Background: an optimization exercise with open tools, aiming at small area. Do not read the settings as production practice. In this exercise RTL edits were held to simulation tests only and were not proved equivalent to the original.

the reference run:
==> flow/design.v (excerpt) <==
module Segway(clk,RST_n,INERT_SS_n,INERT_MOSI,
              INERT_SCLK,INERT_MISO,A2D_SS_n,A2D_MOSI,A2D_SCLK,
              A2D_MISO,PWM_rev_rght,PWM_frwrd_rght,PWM_rev_lft,
              PWM_frwrd_lft,INT,RX);
  input clk,RST_n;
  input INERT_MISO;
  input A2D_MISO;
  input INT;
  input RX;
  output A2D_SS_n, INERT_SS_n;
  output A2D_MOSI, INERT_MOSI;
  output A2D_SCLK, INERT_SCLK;
  output PWM_rev_rght, PWM_frwrd_rght;
  output PWM_rev_lft, PWM_frwrd_lft;
  wire rst_n;
  wire [11:0] lft_ld, rght_ld;
  wire [10:0] lft_spd, rght_spd;
  wire lft_rev, rght_rev;
  wire rider_off, pwr_up, en_steer;
  wire vld;
  wire [15:0] ptch;
  wire [8:0] ld_cell_diff;
  wire [15:0] tmr;                       
  reset_synch iRST(.clk(clk),.RST_n(RST_n),.rst_n(rst_n));
  Auth_blk auth(.clk(clk), .rst_n(rst_n), .RX(RX), .rider_off(rider_off), .pwr_up(pwr_up));
  inert_intf inert(.clk(clk), .rst_n(rst_n), .tmr(tmr), .vld(vld), .ptch(ptch),
                   .SS_n(INERT_SS_n), .SCLK(INERT_SCLK), .MOSI(INERT_MOSI), .MISO(INERT_MISO), .INT(INT));
  balance_cntrl blctrl(.clk(clk), .rst_n(rst_n), .vld(vld), .ptch(ptch), .ld_cell_diff(ld_cell_diff),
                       .lft_spd(lft_spd), .lft_rev(lft_rev), .rght_spd(rght_spd), .rght_rev(rght_rev),
                       .rider_off(rider_off), .en_steer(en_steer), .pwr_up(pwr_up));
  steer_en steer(.clk(clk), .rst_n(rst_n), .lft_ld(lft_ld), .rght_ld(rght_ld),
                 .en_steer(en_steer), .rider_off(rider_off), .ld_cell_diff(ld_cell_diff));
  mtr_drv mtr(.clk(clk), .rst_n(rst_n), .tmr(tmr), .lft_spd(lft_spd), .lft_rev(lft_rev),
              .rght_spd(rght_spd), .rght_rev(rght_rev),
              .PWM_rev_lft(PWM_rev_lft), .PWM_frwrd_lft(PWM_frwrd_lft),
              .PWM_rev_rght(PWM_rev_rght), .PWM_frwrd_rght(PWM_frwrd_rght));
  A2D_intf A2D(.clk(clk), .rst_n(rst_n), .nxt(vld), .lft_ld(lft_ld), .rght_ld(rght_ld),
               .SS_n(A2D_SS_n), .SCLK(A2D_SCLK), .MOSI(A2D_MOSI), .MISO(A2D_MISO));
endmodule
Size: about 1600 cells after synthesis, roughly 240 flip-flops, roughly 16 I/O pins, roughly 16000 um^2 of cells after synthesis.
==> module shape, before the edit <==
module shape(input [15:0] t, input pwr_up, output [10:0] spd, output rev);
  wire neg = t[15];
  wire [15:0] x = t ^ {16{neg}};
  wire [10:0] a;
  wire co;
  rc_inc #(11) ia(.a(x[10:0]), .ci(neg), .s(a), .co(co));
  wire big = (|x[15:11]) | co;                        
  wire ge70, ge1068, rv_n, rv_p;
  rc_ge #(7) c1(.a(a[6:0]), .b(7'd70), .ge(ge70));
  rc_ge #(11) c2(.a(a), .b(11'd1068), .ge(ge1068));
  rc_ge #(15) c3(.a(t[14:0]), .b(15'h03D4), .ge(rv_n));
  rc_ge #(15) c4(.a(t[14:0]), .b(15'h7C2C), .ge(rv_p));
  wire sml = ~big & ~|a[10:7] & ~ge70;
  wire sat = big | ge1068;
  wire [10:0] m15, m980;
  rc_add #(11) am(.a({a[6:0], 4'h0}), .b(~{4'h0, a[6:0]}), .ci(1'b1), .s(m15), .co());
  rc_add #(11) an(.a(a), .b(11'd980), .ci(1'b0), .s(m980), .co());
  wire [10:0] raw = sat ? 11'h7FF : sml ? m15 : m980;
  assign spd = pwr_up ? raw : 11'h0;
  assign rev = neg ? rv_n : rv_p;
endmodule
==> flow/config.mk <==
export PLATFORM = sky130hd
export DESIGN_NAME = Segway
export DESIGN_NICKNAME = Segway
export VERILOG_FILES = /design/flow/design.v
export SDC_FILE = /design/flow/constraint.sdc
export NUM_CORES = 4
export LEC_CHECK = 0
export CAP_MARGIN = 20
export CORE_MARGIN = 2
export CORE_UTILIZATION = 60
export CTS_BUF_LIST = sky130_fd_sc_hd__clkbuf_8
export GPL_TIMING_DRIVEN = 0
export PLACE_DENSITY = 0.75
export SLEW_MARGIN = 20
==> flow/constraint.sdc <==
create_clock -name core_clock -period 16.0 [get_ports {clk}]
set_input_delay 3.2000 -clock core_clock [delete_from_list [all_inputs] [get_ports {clk}]]
set_output_delay 3.2000 -clock core_clock [all_outputs]
set_load 0.01 [all_outputs]
standard.sh (not shown) runs the stock make flow with config.mk's settings and CLKGATE_MAP_FILE= SYNTH_SCRIPT=/design/flow/synth_recipe.tcl, a recipe that flattens the netlist after the stock synthesis.
==> flow/flow/run.sh <==
#!/bin/bash
# Standard layout flow; only the clock tree options differ: no dummy loads
# are added to balance the clock tree, and leaf buffers are clkbuf_8.
set -e
export CTS_ARGS="-sink_clustering_enable -repair_clock_nets -dont_use_dummy_load -buf_list sky130_fd_sc_hd__clkbuf_8 -sink_clustering_size 16 -sink_clustering_max_diameter 60"
bash standard.sh > standard.log 2>&1
Here is what was changed in the inputs of the trial run compared with the reference run.
--- a/flow/design.v
+++ b/flow/design.v
@@ -374,30 +374,28 @@
   rc_add #(16) ab(.a(pid), .b(st), .ci(1'b0), .s(rt), .co());
   shape shl(.t(lt), .pwr_up(pwr_up), .spd(lft_spd), .rev(lft_rev));
   shape shr(.t(rt), .pwr_up(pwr_up), .spd(rght_spd), .rev(rght_rev));
 endmodule
 module shape(input [15:0] t, input pwr_up, output [10:0] spd, output rev);
   wire neg = t[15];
-  wire [15:0] x = t ^ {16{neg}};
-  wire [10:0] a;
-  wire co;
-  rc_inc #(11) ia(.a(x[10:0]), .ci(neg), .s(a), .co(co));
-  wire big = (|x[15:11]) | co;                        
-  wire ge70, ge1068, rv_n, rv_p;
-  rc_ge #(7) c1(.a(a[6:0]), .b(7'd70), .ge(ge70));
-  rc_ge #(11) c2(.a(a), .b(11'd1068), .ge(ge1068));
-  rc_ge #(15) c3(.a(t[14:0]), .b(15'h03D4), .ge(rv_n));
-  rc_ge #(15) c4(.a(t[14:0]), .b(15'h7C2C), .ge(rv_p));
-  wire sml = ~big & ~|a[10:7] & ~ge70;
-  wire sat = big | ge1068;
-  wire [10:0] m15, m980;
-  rc_add #(11) am(.a({a[6:0], 4'h0}), .b(~{4'h0, a[6:0]}), .ci(1'b1), .s(m15), .co());
-  rc_add #(11) an(.a(a), .b(11'd980), .ci(1'b0), .s(m980), .co());
-  wire [10:0] raw = sat ? 11'h7FF : sml ? m15 : m980;
-  assign spd = pwr_up ? raw : 11'h0;
-  assign rev = neg ? rv_n : rv_p;
+  wire [15:0] x = t ^ {16{neg}};                      
+  wire big = |x[15:11];
+  wire ge_sat, ge_lo, rv_x;
+  rc_ge #(11) c1(.a(x[10:0]), .b(neg ? 11'd1067 : 11'd1068), .ge(ge_sat));
+  rc_ge #(7) c2(.a(x[6:0]), .b(neg ? 7'd69 : 7'd70), .ge(ge_lo));
+  rc_ge #(15) c3(.a(x[14:0]), .b(15'd31788), .ge(rv_x));     
+  wire sat = big | ge_sat;                            
+  wire sml = ~big & ~|x[10:7] & ~ge_lo;               
+  wire [6:0] a7;
+  rc_inc #(7) ia(.a(x[6:0]), .ci(neg), .s(a7), .co());
+  wire [10:0] opa = sml ? {a7, 4'h0} : x[10:0];
+  wire [10:0] opb = sml ? ~{4'h0, a7} : 11'd980;
+  wire [10:0] sum;
+  rc_add #(11) am(.a(opa), .b(opb), .ci(sml | neg), .s(sum), .co());
+  assign spd = pwr_up ? (sum | {11{sat}}) : 11'h0;
+  assign rev = neg ^ rv_x;
 endmodule
 module steer_en(clk,rst_n,lft_ld,rght_ld,en_steer,rider_off,ld_cell_diff);
   input clk;
   input rst_n;
   input [11:0] lft_ld;
   input [11:0] rght_ld;
## What came out
In the metrics for the trial run and the reference run, the one carrying the lower multi-input combinational gate total is the trial run.
From the reference run to the trial run the numbers moved as follows: post-synthesis cell count now smaller; wire length saw a decrease; final cell count went down by 2.6%; signal arrival time at the worst endpoint went up.
Status for the trial run and the reference run: clean finish in the reference run only
